Source: an optimization exercise on an open RTL-to-GDS flow (aim: small area). Production flows keep margins and buffers that such runs may drop. In this exercise RTL edits were held to simulation tests only and were not proved equivalent to the original. Power and IR drop assume default switching activity.

==> job 450 <==
Design PIO, start of the top module:
module PIO #(
  parameter C_DATA_WIDTH = 128,             
  parameter KEEP_WIDTH = C_DATA_WIDTH / 8,               
  parameter TCQ        = 1
)(
  input                         sys_rst,
  input                         user_clk,
  input                         user_reset,
  input                         user_lnk_up,
  output  [1:0]                 pl_directed_link_change,
  output  [1:0]                 pl_directed_link_width,
  output                        pl_directed_link_speed,
  output                        pl_directed_link_auton,
  input                         pl_directed_change_done,
  input                         pl_sel_lnk_rate,
  input [1:0]                   pl_sel_lnk_width,
  input [5:0]                   pl_ltssm_state,
  input                         s_axis_tx_tready,
  output  [C_DATA_WIDTH-1:0]    s_axis_tx_tdata,
  output  [KEEP_WIDTH-1:0]      s_axis_tx_tkeep,
  output                        s_axis_tx_tlast,
  output                        s_axis_tx_tvalid,
  output                        tx_src_dsc,
  input  [C_DATA_WIDTH-1:0]     m_axis_rx_tdata,
  input  [KEEP_WIDTH-1:0]       m_axis_rx_tkeep,
  input                         m_axis_rx_tlast,
  input                         m_axis_rx_tvalid,
  output                        m_axis_rx_tready,
  input    [21:0]               m_axis_rx_tuser,
  input                         cfg_to_turnoff,
  output                        cfg_turnoff_ok,
  input [15:0]                  cfg_completer_id,
  input [15:0]                  cfg_command,
  input [15:0]                  cfg_dcommand,
  input [15:0]                  cfg_lcommand,
  input [15:0]                  cfg_dcommand2,
	input [3:0] dipsw,
	output [7:0] led
);
==> flow/config.mk <==
export PLATFORM = sky130hd
export DESIGN_NAME = PIO
export DESIGN_NICKNAME = PIO
export VERILOG_FILES = /design/flow/design.v
export SDC_FILE = /design/flow/constraint.sdc
export NUM_CORES = 4
export LEC_CHECK = 0
export CAP_MARGIN = 20
export CORE_MARGIN = 2
export CORE_UTILIZATION = 40
export SLEW_MARGIN = 20
==> flow/constraint.sdc <==
create_clock -name core_clock -period 8.0 [get_ports {user_clk}]
set_input_delay 1.6000 -clock core_clock [delete_from_list [all_inputs] [get_ports {user_clk}]]
set_output_delay 1.6000 -clock core_clock [all_outputs]
set_load 0.01 [all_outputs]
standard.sh (not shown) runs the stock make flow with config.mk's settings and CLKGATE_MAP_FILE= SYNTH_SCRIPT=/design/flow/synth_recipe.tcl, a recipe that flattens the netlist after the stock synthesis.
==> flow/flow/run.sh <==
#!/bin/bash
# Standard ORFS layout (the standard.sh, standard synthesis) with two changes:
#  - port buffers use sky130_fd_sc_hd__buf_1 (every port still gets its own buffer);
#  - clock tree: no dummy loads; clkbuf_16 root and trunk, clkbuf_4 leaf buffers
#    driving sink clusters of up to 8 flip-flops within 40 um.
# make's full output goes to flow_make.log; each ORFS step logs under orfs/logs/.
set -euo pipefail
bash standard.sh \
  "BUFFER_PORTS_ARGS=-buffer_cell sky130_fd_sc_hd__buf_1" \
  "CTS_ARGS=-sink_clustering_enable -repair_clock_nets -dont_use_dummy_load -buf_list {sky130_fd_sc_hd__clkbuf_4 sky130_fd_sc_hd__clkbuf_16} -root_buf sky130_fd_sc_hd__clkbuf_16 -tree_buf sky130_fd_sc_hd__clkbuf_16 -sink_clustering_buffer sky130_fd_sc_hd__clkbuf_4 -sink_clustering_size 8 -sink_clustering_max_diameter 40" \
  finish > flow_make.log 2>&1 || { tail -50 flow_make.log; exit 1; }
tail -5 flow_make.log
==> job 1325 (differences from job 450) <==
==> flow/flow/run.sh (replaced) <==
#!/bin/bash
# Standard ORFS layout (the standard.sh) with these changes:
#  - synthesis is the standard flow's own script with an area-oriented ABC script
#    (flow/synth.tcl, flow/abc_area.script); the flip-flops are the same;
#  - port buffers use sky130_fd_sc_hd__buf_1 (every port still gets its own buffer);
#  - clock tree: no dummy loads; clkbuf_16 root and trunk, clkbuf_4 leaf buffers
#    driving sink clusters of up to 9 flip-flops within 45 um.
# make's full output goes to flow_make.log; each ORFS step logs under orfs/logs/.
set -euo pipefail
WORK=$(pwd)
bash standard.sh \
  "SYNTH_SCRIPT=$WORK/flow/synth.tcl" \
  "BUFFER_PORTS_ARGS=-buffer_cell sky130_fd_sc_hd__buf_1" \
  "CTS_ARGS=-sink_clustering_enable -repair_clock_nets -dont_use_dummy_load -buf_list {sky130_fd_sc_hd__clkbuf_4 sky130_fd_sc_hd__clkbuf_16} -root_buf sky130_fd_sc_hd__clkbuf_16 -tree_buf sky130_fd_sc_hd__clkbuf_16 -sink_clustering_buffer sky130_fd_sc_hd__clkbuf_4 -sink_clustering_size 9 -sink_clustering_max_diameter 45" \
  finish > flow_make.log 2>&1 || { tail -50 flow_make.log; exit 1; }
tail -5 flow_make.log
==> flow/flow/abc_area.script (new file) <==
&get -n
&st
&deepsyn -T 150
&dc2
&dch -f
&nf -R 1000 -p -F 8 -A 4
&put
==> flow/flow/synth.tcl (new file) <==
# The standard flow's synthesis script (synth_recipe.tcl, in the folder above this one),
# with one change: ABC maps the combinational logic with an area-oriented
# script (abc_area.script beside this file) instead of ORFS's delay-oriented
# one.  The flip-flops, which dfflibmap maps before ABC runs, are untouched.
set my_abc_script [file join [file dirname [file normalize [info script]]] abc_area.script]
proc abc {args} {
  set i [lsearch -exact $args -script]
  if {$i >= 0} {
    lset args [expr {$i + 1}] $::my_abc_script
  }
  yosys abc {*}$args
}
source [file join [file dirname [file dirname [file normalize [info script]]]] synth_recipe.tcl]
==> comparison table <==
| item | job 450 | job 1325 |
|---|---|---|
| Ratio of final minimum period to clock period | 0.7229 | 0.9023 |
| Critical path destination | PIO_EP_inst.PIO_DMATEST_inst.tlp_tx_dw[18] | PIO_EP_inst.PIO_DMATEST_inst.dma_len[31] |
| Fraction of standard cell area that is sequential | 0.5387 | 0.5610 |
| Place WS | 1.989 ns | 0.6456 ns |
| Internal Power | 6.337 mW | 6.179 mW |
| Fraction of cell area in non-clock buffers | 0.04302 | 0.04876 |
| Length in cells of the worst reg-to-reg path | 18 | 40 |
| Die Footprint | 91,770 µm² | 86,680 µm² |
| Fraction of power spent switching nets | 0.3019 | 0.3012 |
| Pwr per Cell Area | 229.7 nW/µm² | 233.0 nW/µm² |
| Count of inserted antenna diode cells | 3 | 4 |
| Sw power | 2.741 mW | 2.663 mW |
| Wire length on met2 | 55,080 µm | 52,870 µm |
| Met3 global-route usage | 0.04884 | 0.05354 |
| Library cell contributing the largest single delay on the critical path | sky130_fd_sc_hd__nor4_1 | sky130_fd_sc_hd__or4_1 |
| Mux cell area share after synthesis | 0.03339 | 0.02129 |
| Total global routing track utilization | 0.2590 | 0.2580 |
| Run status | no timing/DRC/antenna violations | no timing/DRC/antenna violations |
| Post-Place Cells | 4,497 | 4,238 |
| Transition time at the pin with the least slew margin | 1.124 ns | 1.161 ns |


==> 05-04: inputs <==
PIO, a different RTL version from the one above (not shown whole).
export LEC_CHECK = 0
export CAP_MARGIN = 20
export CORE_MARGIN = 2
export CORE_UTILIZATION = 40
export SLEW_MARGIN = 20
create_clock -name core_clock -period 8.0 [get_ports {user_clk}]
run.sh (not shown) runs the stock make flow with config.mk's settings and CLKGATE_MAP_FILE= SYNTH_SCRIPT=/design/flow/synth_recipe.tcl, a recipe that flattens the netlist after the stock synthesis.
Stock flow here: none of the scripts above is used.
==> 12-27: changes against 05-04 <==
- CTS_BUF_LIST: default -> sky130_fd_sc_hd__clkbuf_4 sky130_fd_sc_hd__clkbuf_8
==> notes.md <==
* Met2 Use GR at 44.6%
* Comb power at 0.636 mW
* DR vias/cell at 5.90
* H-Tree Depth at 3
* Hold_ws at 359 ps
* Outcome: no timing/DRC/antenna violations
* Buffering overhead at 8.65%
* GRT Overall Usage at 30.1%
* Worst-skew pair later-pin latency at 680 ps
* Final core utilization at 48.0%
* Pwr Density at 199 nW/µm²
[end of results for 05-04]
==> notes.md <==
* Outcome: no timing/DRC/antenna violations
* H-Tree Depth at 4
* Reg-to-Reg Start: PIO_EP_inst.EP_MEM_inst.dma_para[17]$_SDFFE_PP1P_
* Pwr Density at 196 nW/µm²
* Comb power at 0.635 mW
* Hold_ws at between 300 and 400 ps
* Worst-skew pair later-pin latency at 850 ps
* GRT Overall Usage at 30.2%
* Final core utilization at about 48%
* DR vias/cell at 5.86
* Buffering overhead at 8.64%
[end of results for 12-27]


==> run a: inputs <==
PIO, a different RTL version from the one above (not shown whole).
export LEC_CHECK = 0
export CAP_MARGIN = 20
export CORE_MARGIN = 2
export CORE_UTILIZATION = 40
export SLEW_MARGIN = 20
create_clock -name core_clock -period 8.0 [get_ports {user_clk}]
standard.sh (not shown) runs the stock make flow with config.mk's settings and CLKGATE_MAP_FILE= SYNTH_SCRIPT=/design/flow/synth_recipe.tcl, a recipe that flattens the netlist after the stock synthesis.
==> flow/flow/run.sh <==
#!/bin/bash
# Standard ORFS layout (the standard.sh, standard synthesis) with two changes:
#  - port buffers use sky130_fd_sc_hd__buf_1 (every port still gets its own buffer);
#  - clock tree: no dummy loads; clkbuf_16 root and trunk, clkbuf_4 leaf buffers
#    driving sink clusters of up to 9 flip-flops within 45 um.
# make's full output goes to flow_make.log; each ORFS step logs under orfs/logs/.
set -euo pipefail
bash standard.sh \
  "BUFFER_PORTS_ARGS=-buffer_cell sky130_fd_sc_hd__buf_1" \
  "CTS_ARGS=-sink_clustering_enable -repair_clock_nets -dont_use_dummy_load -buf_list {sky130_fd_sc_hd__clkbuf_4 sky130_fd_sc_hd__clkbuf_16} -root_buf sky130_fd_sc_hd__clkbuf_16 -tree_buf sky130_fd_sc_hd__clkbuf_16 -sink_clustering_buffer sky130_fd_sc_hd__clkbuf_4 -sink_clustering_size 9 -sink_clustering_max_diameter 45" \
  finish > flow_make.log 2>&1 || { tail -50 flow_make.log; exit 1; }
tail -5 flow_make.log
==> inputs of run b, as changes to run a <==
--- a/flow/design.v
+++ b/flow/design.v
@@ -690,54 +690,48 @@
 reg [11:0] st_rx_pps;
 reg [21:0] st_rx_dw;
 reg [31:2] dma_addr;
 reg [31:2] dma_len;
 reg [7:0] tlp_tx_tag;
 reg [7:0] tlp_rx_tag;
-reg tx_done;
+wire tx_done;
 reg rx_done;
 reg [15:0] tlp_remain;
 reg [15:0] debug4_r;
 reg [2:0]  kind;
 reg [31:0] b_hi;	 
 reg [15:0] b_ah;	 
 reg [15:0] b_cid;	 
 reg [7:0]  b_tag;	 
 reg [7:0]  b_len;	 
 wire read_fire = (tlp_tx_count == {8'h00, dma_para[15:8]});
 wire read_send = read_fire && (tlp_remain <= dma_para[31:16]);
 wire go_on = s_axis_tx_tready && !s_axis_other_req;
+wire in_idle  = (tx_state == TLP_TX_IDLE);
+wire in_write = (tx_state == TLP_TX_WRITE);
+wire in_read  = (tx_state == TLP_TX_READ);
+wire w4       = in_write && (tlp_tx_count[2:0] == 3'd4);    
+wire rsend    = in_read && read_send;                       
+wire adv      = w4 || rsend;                                
+wire idle_go  = in_idle && !rw_wait && dma_testmode != 3'h0 && s_axis_other_req == 1'b0;
+wire reload   = (idle_go && dma_addr == 30'h0) || (adv && dma_len == 30'h00);
+wire cnt_clr  = in_idle || (tx_state == TLP_TX_READWAIT) || (w4 && go_on) || (in_read && read_fire);
+wire [7:0] adv_len = adv ? dma_para[7:0] : 8'h00;
 always @(posedge clk) begin
 	if (sys_rst) begin
-		dma_addr <= 30'h0;
-		tlp_tx_tag <= 8'h0;
-		tlp_rx_tag <= 8'h0;
-		tlp_tx_pps <= 12'h0;
-		tlp_tx_dw <= 20'h0;
 		s_axis_tx_req <= 1'b0;
 		kind <= K_ZERO;
-		tx_done <= 1'b0;
 		tx_state <= TLP_TX_IDLE;
 		rw_wait <= 1'b0;
 	end else begin
-		tx_done <= 1'b0;
 		rw_wait <= 1'b0;
 		kind <= K_ZERO;
-		if (oneshot_1sec) begin
-			tlp_tx_pps <= 12'h0;
-			tlp_tx_dw <= 20'h0;
-		end
 		case (tx_state)
 		TLP_TX_IDLE: begin
-			tlp_tx_count <= 16'h0;
 			if (rw_wait) begin
-			end else if (dma_testmode != 3'h0 && s_axis_other_req == 1'b0) begin
-				if (dma_addr == 30'h0) begin
-					dma_addr <= dma_addrl;
-					dma_len  <= dma_length;
-				end
+			end else if (idle_go) begin
 				s_axis_tx_req <= 1'b1;
 				if (s_axis_tx_ack && s_axis_tx_tready) begin
 					if (dma_testmode == 3'b001)
 						tx_state <= TLP_TX_WRITE;
 					else if (dma_testmode[1])
 						tx_state <= TLP_TX_READ;
@@ -745,57 +739,28 @@
 						rw_wait <= 1'b1;
 				end
 			end else
 				s_axis_tx_req <= 1'b0;
 		end
 		TLP_TX_WRITE: begin
-			tlp_tx_count <= tlp_tx_count + 16'h1;
 			case (tlp_tx_count[2:0])
 			3'd0: kind <= K_WH;
 			3'd1: kind <= K_W1;
 			3'd2: kind <= K_W2;
 			3'd3: kind <= K_W3;
-			3'd4: begin
-				kind <= K_W4;
-				tx_done <= 1'b1;
-				if (!oneshot_1sec)
-					tlp_tx_pps <= tlp_tx_pps + 12'h1;
-				dma_addr <= dma_addr + {22'h00, dma_para[7:0]};
-				dma_len <= dma_len - {22'h00, dma_para[7:0]};
-				tlp_tx_tag <= tlp_tx_tag + 8'h1;
-				if (dma_len == 30'h00) begin
-					dma_addr <= dma_addrl;
-					dma_len  <= dma_length;
-				end
-				if (go_on)
-					tlp_tx_count <= 16'h0;
-			end
+			3'd4: kind <= K_W4;
 			default: begin
 				s_axis_tx_req <= 1'b0;
 				tx_state <= TLP_TX_IDLE;
 			end
 			endcase
 		end
 		TLP_TX_READ: begin
-			tlp_tx_count <= tlp_tx_count + 16'h1;
 			if (read_fire) begin
-				tlp_tx_count <= 16'h0;
 				if (read_send) begin
-					tx_done <= 1'b1;
 					kind <= K_RH;
-					if (!oneshot_1sec) begin
-						tlp_tx_pps <= tlp_tx_pps + 12'h1;
-						tlp_tx_dw <= tlp_tx_dw + {12'h0, dma_para[7:0]};
-					end
-					dma_addr <= dma_addr + {22'h00, dma_para[7:0]};
-					dma_len <= dma_len - {22'h00, dma_para[7:0]};
-					tlp_rx_tag <= tlp_rx_tag + 8'h1;
-					if (dma_len == 30'h00) begin
-						dma_addr <= dma_addrl;
-						dma_len  <= dma_length;
-					end
 					if (go_on && dma_testmode[0])
 						tx_state <= TLP_TX_READWAIT;
 				end
 				if (!go_on) begin
 					s_axis_tx_req <= 1'b0;
 					tx_state <= TLP_TX_IDLE;
@@ -810,12 +775,32 @@
 				tx_state <= TLP_TX_READ;
 		end
 		endcase
 	end
 end
 always @(posedge clk) begin
+	tlp_tx_count <= cnt_clr ? 16'h0 : tlp_tx_count + 16'h1;
+	dma_len      <= reload ? dma_length : dma_len - {22'h00, adv_len};
+	if (sys_rst) begin
+		dma_addr   <= 30'h0;
+		tlp_tx_tag <= 8'h0;
+		tlp_rx_tag <= 8'h0;
+	end else begin
+		dma_addr   <= reload ? dma_addrl : dma_addr + {22'h00, adv_len};
+		tlp_tx_tag <= tlp_tx_tag + {7'h00, w4};
+		tlp_rx_tag <= tlp_rx_tag + {7'h00, rsend};
+	end
+	if (sys_rst || oneshot_1sec) begin
+		tlp_tx_pps <= 12'h0;
+		tlp_tx_dw  <= 20'h0;
+	end else begin
+		tlp_tx_pps <= tlp_tx_pps + {11'h000, adv};
+		tlp_tx_dw  <= tlp_tx_dw + {12'h000, rsend ? dma_para[7:0] : 8'h00};
+	end
+end
+always @(posedge clk) begin
 	if (tx_state == TLP_TX_WRITE && tlp_tx_count[2:0] == 3'd1)
 		b_hi <= {20'h0, tlp_tx_pps};
 	else
 		b_hi <= {dma_addr, 2'b00};
 	b_ah <= dma_addrh;
 	b_cid <= cfg_completer_id;
@@ -838,37 +823,36 @@
 	({128{k_rh}} & 128'h00000000_00000000_00000000_20000000) |
 	({128{k_w1}} & {b_hi, 96'hFFFF0000_FFFFFFFF_55D50040}) |
 	({128{k_w2}} & 128'h0A5AC0A8_00004011_002E0000_08004500) |
 	({128{k_w3}} & 128'hCC00CC00_001A0000_02660D5E_0165C0A8) |
 	({128{k_w4}} & 128'h40414243_3C3D3E3F_38393A3B_34353637);
 assign tx_src_dsc = 1'b0;
+assign tx_done = (kind == K_W4) | (kind == K_RH);
 wire cpld = m_axis_rx_tuser[13] ? (m_axis_rx_tdata[94:88] == 7'b1001010)
                                 : (m_axis_rx_tdata[30:24] == 7'b1001010);
 wire rx_hit = m_axis_rx_tvalid && sof_present && cpld;
+wire [9:0] rx_len = m_axis_rx_tuser[13] ? m_axis_rx_tdata[73:64] : m_axis_rx_tdata[9:0];
 always @(posedge clk) begin
 	if (sys_rst) begin
-		tlp_rx_pps <= 12'h0;
-		tlp_rx_dw <= 22'h0;
 		rx_done <= 1'b0;
 		debug_valid <= 3'b000;
 	end else begin
-		if (oneshot_1sec) begin
-			tlp_rx_pps <= 12'h0;
-			tlp_rx_dw <= 22'h0;
-		end
 		rx_done <= rx_hit;
 		if (rx_hit) begin
 			if (tlp_rx_pps == 12'd0) debug_valid[0] <= 1'b1;
 			if (tlp_rx_pps == 12'd1) debug_valid[1] <= 1'b1;
 			if (tlp_rx_pps == 12'd2) debug_valid[2] <= 1'b1;
-			if (!oneshot_1sec) begin
-				tlp_rx_pps <= tlp_rx_pps + 12'h1;
-				tlp_rx_dw <= tlp_rx_dw + {12'h0, m_axis_rx_tuser[13] ? m_axis_rx_tdata[73:64] : m_axis_rx_tdata[9:0]};
-			end
 		end
 	end
+	if (sys_rst || oneshot_1sec) begin
+		tlp_rx_pps <= 12'h0;
+		tlp_rx_dw <= 22'h0;
+	end else begin
+		tlp_rx_pps <= tlp_rx_pps + {11'h000, rx_hit};
+		tlp_rx_dw <= tlp_rx_dw + {12'h000, rx_hit ? rx_len : 10'h000};
+	end
 end
 always @(posedge clk) begin
 	if (oneshot_1sec) begin
 		st_tx_pps <= tlp_tx_pps;
 		st_tx_dw <= tlp_tx_dw;
 		st_rx_pps <= tlp_rx_pps;
@@ -881,23 +865,22 @@
 always @(posedge clk) begin
 	if (sys_rst)
 		st_valid <= 1'b0;
 	else if (oneshot_1sec)
 		st_valid <= 1'b1;
 end
+wire rem_inc = tx_done && !rx_done;
+wire rem_dec = !tx_done && rx_done;
 always @(posedge clk) begin
 	if (sys_rst || soft_reset) begin
 		tlp_remain <= 16'd0;
 		if (sys_rst)
 			debug4_r <= 16'h0;
 	end else begin
 		debug4_r <= tlp_remain;
-		if (tx_done == 1'b1 && rx_done == 1'b0)
-			tlp_remain <= tlp_remain + 16'd1;
-		else if (tx_done == 1'b0 && rx_done == 1'b1)
-			tlp_remain <= tlp_remain - 16'd1;
+		tlp_remain <= tlp_remain + {{15{rem_dec}}, rem_inc | rem_dec};
 	end
 end
 assign dma_tx_pps = st_tx_pps;
 assign dma_tx_dw  = st_tx_dw;
 assign dma_rx_pps = st_rx_pps;
 assign dma_rx_dw  = st_rx_dw;
==> flow/flow/run.sh (replaced) <==
#!/bin/bash
# Standard ORFS layout (the standard.sh) with these changes:
#  - synthesis is the standard flow's own script with an area-oriented ABC script
#    (flow/synth.tcl, flow/abc_area.script); the flip-flops are the same;
#  - port buffers use sky130_fd_sc_hd__buf_1 (every port still gets its own buffer);
#  - clock tree: no dummy loads; clkbuf_16 root and trunk, clkbuf_4 leaf buffers
#    driving sink clusters of up to 9 flip-flops within 45 um.
# make's full output goes to flow_make.log; each ORFS step logs under orfs/logs/.
set -euo pipefail
WORK=$(pwd)
bash standard.sh \
  "SYNTH_SCRIPT=$WORK/flow/synth.tcl" \
  "BUFFER_PORTS_ARGS=-buffer_cell sky130_fd_sc_hd__buf_1" \
  "CTS_ARGS=-sink_clustering_enable -repair_clock_nets -dont_use_dummy_load -buf_list {sky130_fd_sc_hd__clkbuf_4 sky130_fd_sc_hd__clkbuf_16} -root_buf sky130_fd_sc_hd__clkbuf_16 -tree_buf sky130_fd_sc_hd__clkbuf_16 -sink_clustering_buffer sky130_fd_sc_hd__clkbuf_4 -sink_clustering_size 9 -sink_clustering_max_diameter 45" \
  finish > flow_make.log 2>&1 || { tail -50 flow_make.log; exit 1; }
tail -5 flow_make.log
==> flow/flow/abc_area.script (new file) <==
&get -n
&st
&deepsyn -T 60
&dc2
&dch -f
&nf -R 1000 -p -F 8 -A 4
&put
==> flow/flow/synth.tcl (new file) <==
# The standard flow's synthesis script (synth_recipe.tcl, in the folder above this one),
# with one change: ABC maps the combinational logic with an area-oriented
# script (abc_area.script beside this file) instead of ORFS's delay-oriented
# one.  The flip-flops, which dfflibmap maps before ABC runs, are untouched.
set my_abc_script [file join [file dirname [file normalize [info script]]] abc_area.script]
proc abc {args} {
  set i [lsearch -exact $args -script]
  if {$i >= 0} {
    lset args [expr {$i + 1}] $::my_abc_script
  }
  yosys abc {*}$args
}
source [file join [file dirname [file dirname [file normalize [info script]]]] synth_recipe.tcl]
==> inputs of run c, as changes to run a <==
--- a/flow/design.v
+++ b/flow/design.v
@@ -690,54 +690,48 @@
 reg [11:0] st_rx_pps;
 reg [21:0] st_rx_dw;
 reg [31:2] dma_addr;
 reg [31:2] dma_len;
 reg [7:0] tlp_tx_tag;
 reg [7:0] tlp_rx_tag;
-reg tx_done;
+wire tx_done;
 reg rx_done;
 reg [15:0] tlp_remain;
 reg [15:0] debug4_r;
 reg [2:0]  kind;
 reg [31:0] b_hi;	 
 reg [15:0] b_ah;	 
 reg [15:0] b_cid;	 
 reg [7:0]  b_tag;	 
 reg [7:0]  b_len;	 
 wire read_fire = (tlp_tx_count == {8'h00, dma_para[15:8]});
 wire read_send = read_fire && (tlp_remain <= dma_para[31:16]);
 wire go_on = s_axis_tx_tready && !s_axis_other_req;
+wire in_idle  = (tx_state == TLP_TX_IDLE);
+wire in_write = (tx_state == TLP_TX_WRITE);
+wire in_read  = (tx_state == TLP_TX_READ);
+wire w4       = in_write && (tlp_tx_count[2:0] == 3'd4);    
+wire rsend    = in_read && read_send;                       
+wire adv      = w4 || rsend;                                
+wire idle_go  = in_idle && !rw_wait && dma_testmode != 3'h0 && s_axis_other_req == 1'b0;
+wire reload   = (idle_go && dma_addr == 30'h0) || (adv && dma_len == 30'h00);
+wire cnt_clr  = in_idle || (tx_state == TLP_TX_READWAIT) || (w4 && go_on) || (in_read && read_fire);
+wire [7:0] adv_len = adv ? dma_para[7:0] : 8'h00;
 always @(posedge clk) begin
 	if (sys_rst) begin
-		dma_addr <= 30'h0;
-		tlp_tx_tag <= 8'h0;
-		tlp_rx_tag <= 8'h0;
-		tlp_tx_pps <= 12'h0;
-		tlp_tx_dw <= 20'h0;
 		s_axis_tx_req <= 1'b0;
 		kind <= K_ZERO;
-		tx_done <= 1'b0;
 		tx_state <= TLP_TX_IDLE;
 		rw_wait <= 1'b0;
 	end else begin
-		tx_done <= 1'b0;
 		rw_wait <= 1'b0;
 		kind <= K_ZERO;
-		if (oneshot_1sec) begin
-			tlp_tx_pps <= 12'h0;
-			tlp_tx_dw <= 20'h0;
-		end
 		case (tx_state)
 		TLP_TX_IDLE: begin
-			tlp_tx_count <= 16'h0;
 			if (rw_wait) begin
-			end else if (dma_testmode != 3'h0 && s_axis_other_req == 1'b0) begin
-				if (dma_addr == 30'h0) begin
-					dma_addr <= dma_addrl;
-					dma_len  <= dma_length;
-				end
+			end else if (idle_go) begin
 				s_axis_tx_req <= 1'b1;
 				if (s_axis_tx_ack && s_axis_tx_tready) begin
 					if (dma_testmode == 3'b001)
 						tx_state <= TLP_TX_WRITE;
 					else if (dma_testmode[1])
 						tx_state <= TLP_TX_READ;
@@ -745,57 +739,28 @@
 						rw_wait <= 1'b1;
 				end
 			end else
 				s_axis_tx_req <= 1'b0;
 		end
 		TLP_TX_WRITE: begin
-			tlp_tx_count <= tlp_tx_count + 16'h1;
 			case (tlp_tx_count[2:0])
 			3'd0: kind <= K_WH;
 			3'd1: kind <= K_W1;
 			3'd2: kind <= K_W2;
 			3'd3: kind <= K_W3;
-			3'd4: begin
-				kind <= K_W4;
-				tx_done <= 1'b1;
-				if (!oneshot_1sec)
-					tlp_tx_pps <= tlp_tx_pps + 12'h1;
-				dma_addr <= dma_addr + {22'h00, dma_para[7:0]};
-				dma_len <= dma_len - {22'h00, dma_para[7:0]};
-				tlp_tx_tag <= tlp_tx_tag + 8'h1;
-				if (dma_len == 30'h00) begin
-					dma_addr <= dma_addrl;
-					dma_len  <= dma_length;
-				end
-				if (go_on)
-					tlp_tx_count <= 16'h0;
-			end
+			3'd4: kind <= K_W4;
 			default: begin
 				s_axis_tx_req <= 1'b0;
 				tx_state <= TLP_TX_IDLE;
 			end
 			endcase
 		end
 		TLP_TX_READ: begin
-			tlp_tx_count <= tlp_tx_count + 16'h1;
 			if (read_fire) begin
-				tlp_tx_count <= 16'h0;
 				if (read_send) begin
-					tx_done <= 1'b1;
 					kind <= K_RH;
-					if (!oneshot_1sec) begin
-						tlp_tx_pps <= tlp_tx_pps + 12'h1;
-						tlp_tx_dw <= tlp_tx_dw + {12'h0, dma_para[7:0]};
-					end
-					dma_addr <= dma_addr + {22'h00, dma_para[7:0]};
-					dma_len <= dma_len - {22'h00, dma_para[7:0]};
-					tlp_rx_tag <= tlp_rx_tag + 8'h1;
-					if (dma_len == 30'h00) begin
-						dma_addr <= dma_addrl;
-						dma_len  <= dma_length;
-					end
 					if (go_on && dma_testmode[0])
 						tx_state <= TLP_TX_READWAIT;
 				end
 				if (!go_on) begin
 					s_axis_tx_req <= 1'b0;
 					tx_state <= TLP_TX_IDLE;
@@ -810,12 +775,32 @@
 				tx_state <= TLP_TX_READ;
 		end
 		endcase
 	end
 end
 always @(posedge clk) begin
+	tlp_tx_count <= cnt_clr ? 16'h0 : tlp_tx_count + 16'h1;
+	dma_len      <= reload ? dma_length : dma_len - {22'h00, adv_len};
+	if (sys_rst) begin
+		dma_addr   <= 30'h0;
+		tlp_tx_tag <= 8'h0;
+		tlp_rx_tag <= 8'h0;
+	end else begin
+		dma_addr   <= reload ? dma_addrl : dma_addr + {22'h00, adv_len};
+		tlp_tx_tag <= tlp_tx_tag + {7'h00, w4};
+		tlp_rx_tag <= tlp_rx_tag + {7'h00, rsend};
+	end
+	if (sys_rst || oneshot_1sec) begin
+		tlp_tx_pps <= 12'h0;
+		tlp_tx_dw  <= 20'h0;
+	end else begin
+		tlp_tx_pps <= tlp_tx_pps + {11'h000, adv};
+		tlp_tx_dw  <= tlp_tx_dw + {12'h000, rsend ? dma_para[7:0] : 8'h00};
+	end
+end
+always @(posedge clk) begin
 	if (tx_state == TLP_TX_WRITE && tlp_tx_count[2:0] == 3'd1)
 		b_hi <= {20'h0, tlp_tx_pps};
 	else
 		b_hi <= {dma_addr, 2'b00};
 	b_ah <= dma_addrh;
 	b_cid <= cfg_completer_id;
@@ -838,37 +823,36 @@
 	({128{k_rh}} & 128'h00000000_00000000_00000000_20000000) |
 	({128{k_w1}} & {b_hi, 96'hFFFF0000_FFFFFFFF_55D50040}) |
 	({128{k_w2}} & 128'h0A5AC0A8_00004011_002E0000_08004500) |
 	({128{k_w3}} & 128'hCC00CC00_001A0000_02660D5E_0165C0A8) |
 	({128{k_w4}} & 128'h40414243_3C3D3E3F_38393A3B_34353637);
 assign tx_src_dsc = 1'b0;
+assign tx_done = (kind == K_W4) | (kind == K_RH);
 wire cpld = m_axis_rx_tuser[13] ? (m_axis_rx_tdata[94:88] == 7'b1001010)
                                 : (m_axis_rx_tdata[30:24] == 7'b1001010);
 wire rx_hit = m_axis_rx_tvalid && sof_present && cpld;
+wire [9:0] rx_len = m_axis_rx_tuser[13] ? m_axis_rx_tdata[73:64] : m_axis_rx_tdata[9:0];
 always @(posedge clk) begin
 	if (sys_rst) begin
-		tlp_rx_pps <= 12'h0;
-		tlp_rx_dw <= 22'h0;
 		rx_done <= 1'b0;
 		debug_valid <= 3'b000;
 	end else begin
-		if (oneshot_1sec) begin
-			tlp_rx_pps <= 12'h0;
-			tlp_rx_dw <= 22'h0;
-		end
 		rx_done <= rx_hit;
 		if (rx_hit) begin
 			if (tlp_rx_pps == 12'd0) debug_valid[0] <= 1'b1;
 			if (tlp_rx_pps == 12'd1) debug_valid[1] <= 1'b1;
 			if (tlp_rx_pps == 12'd2) debug_valid[2] <= 1'b1;
-			if (!oneshot_1sec) begin
-				tlp_rx_pps <= tlp_rx_pps + 12'h1;
-				tlp_rx_dw <= tlp_rx_dw + {12'h0, m_axis_rx_tuser[13] ? m_axis_rx_tdata[73:64] : m_axis_rx_tdata[9:0]};
-			end
 		end
 	end
+	if (sys_rst || oneshot_1sec) begin
+		tlp_rx_pps <= 12'h0;
+		tlp_rx_dw <= 22'h0;
+	end else begin
+		tlp_rx_pps <= tlp_rx_pps + {11'h000, rx_hit};
+		tlp_rx_dw <= tlp_rx_dw + {12'h000, rx_hit ? rx_len : 10'h000};
+	end
 end
 always @(posedge clk) begin
 	if (oneshot_1sec) begin
 		st_tx_pps <= tlp_tx_pps;
 		st_tx_dw <= tlp_tx_dw;
 		st_rx_pps <= tlp_rx_pps;
@@ -881,23 +865,22 @@
 always @(posedge clk) begin
 	if (sys_rst)
 		st_valid <= 1'b0;
 	else if (oneshot_1sec)
 		st_valid <= 1'b1;
 end
+wire rem_inc = tx_done && !rx_done;
+wire rem_dec = !tx_done && rx_done;
 always @(posedge clk) begin
 	if (sys_rst || soft_reset) begin
 		tlp_remain <= 16'd0;
 		if (sys_rst)
 			debug4_r <= 16'h0;
 	end else begin
 		debug4_r <= tlp_remain;
-		if (tx_done == 1'b1 && rx_done == 1'b0)
-			tlp_remain <= tlp_remain + 16'd1;
-		else if (tx_done == 1'b0 && rx_done == 1'b1)
-			tlp_remain <= tlp_remain - 16'd1;
+		tlp_remain <= tlp_remain + {{15{rem_dec}}, rem_inc | rem_dec};
 	end
 end
 assign dma_tx_pps = st_tx_pps;
 assign dma_tx_dw  = st_tx_dw;
 assign dma_rx_pps = st_rx_pps;
 assign dma_rx_dw  = st_rx_dw;
==> flow/flow/run.sh (replaced) <==
#!/bin/bash
# Standard ORFS layout (the standard.sh, standard synthesis) with two changes:
#  - port buffers use sky130_fd_sc_hd__buf_1 (every port still gets its own buffer);
#  - clock tree: no dummy loads; clkbuf_16 root and trunk, clkbuf_4 leaf buffers
#    driving sink clusters of up to 9 flip-flops within 40 um.
# make's full output goes to flow_make.log; each ORFS step logs under orfs/logs/.
set -euo pipefail
bash standard.sh \
  "BUFFER_PORTS_ARGS=-buffer_cell sky130_fd_sc_hd__buf_1" \
  "CTS_ARGS=-sink_clustering_enable -repair_clock_nets -dont_use_dummy_load -buf_list {sky130_fd_sc_hd__clkbuf_4 sky130_fd_sc_hd__clkbuf_16} -root_buf sky130_fd_sc_hd__clkbuf_16 -tree_buf sky130_fd_sc_hd__clkbuf_16 -sink_clustering_buffer sky130_fd_sc_hd__clkbuf_4 -sink_clustering_size 9 -sink_clustering_max_diameter 40" \
  finish > flow_make.log 2>&1 || { tail -50 flow_make.log; exit 1; }
tail -5 flow_make.log
==> notes.md <==
The lowest first-iteration DRC count belongs to run b, the highest to run a.
Sequential power is about the same in run c and run a.
The highest register-to-register slack belongs to run a, the lowest to run b.
Of run a and run b, run a has the higher design area (gap about 7%, measured against run b).

what the ideal ports hide:
No port has a modelled driver above. Below, the same layouts with a new extraction and two added sets of constraints. Step 1 sets driving cells, clkbuf_16 on the clock port and buf_2 on the other inputs (assumed; they add their load-dependent delay and slew). Step 2 adds t to the input delays and takes it off the output delays; t is the mean of the earliest and latest rising clock arrival at the registers after step 1. Input paths then give back, and output paths get back, about the clock's delay inside the block. a / b / c = ideal / step 1 / step 2; a / b = the first two.
run | t, ns | slack for setup (ns) | cell pins on the clock port's net
job 450 | 0.730 | 2.217 / 2.217 / 1.889 | 1
job 1325 | 0.668 | 0.781 / 0.781 / 0.614 | 1
05-04 | 0.738 | 2.468 / 2.394 / 2.488 | 1
12-27 | 0.891 | 2.290 / 2.223 / 2.498 | 1
run a | 0.673 | 2.544 / 2.475 / 2.396 | 1
run b | 0.668 | 0.781 / 0.781 / 0.614 | 1
run c | 0.673 | 2.138 / 2.138 / 1.880 | 1
After both steps every run listed still meets setup and hold. The setup slack of job 450, which loses most, moves by 0.000 ns with the drivers and by -0.328 ns with both steps.
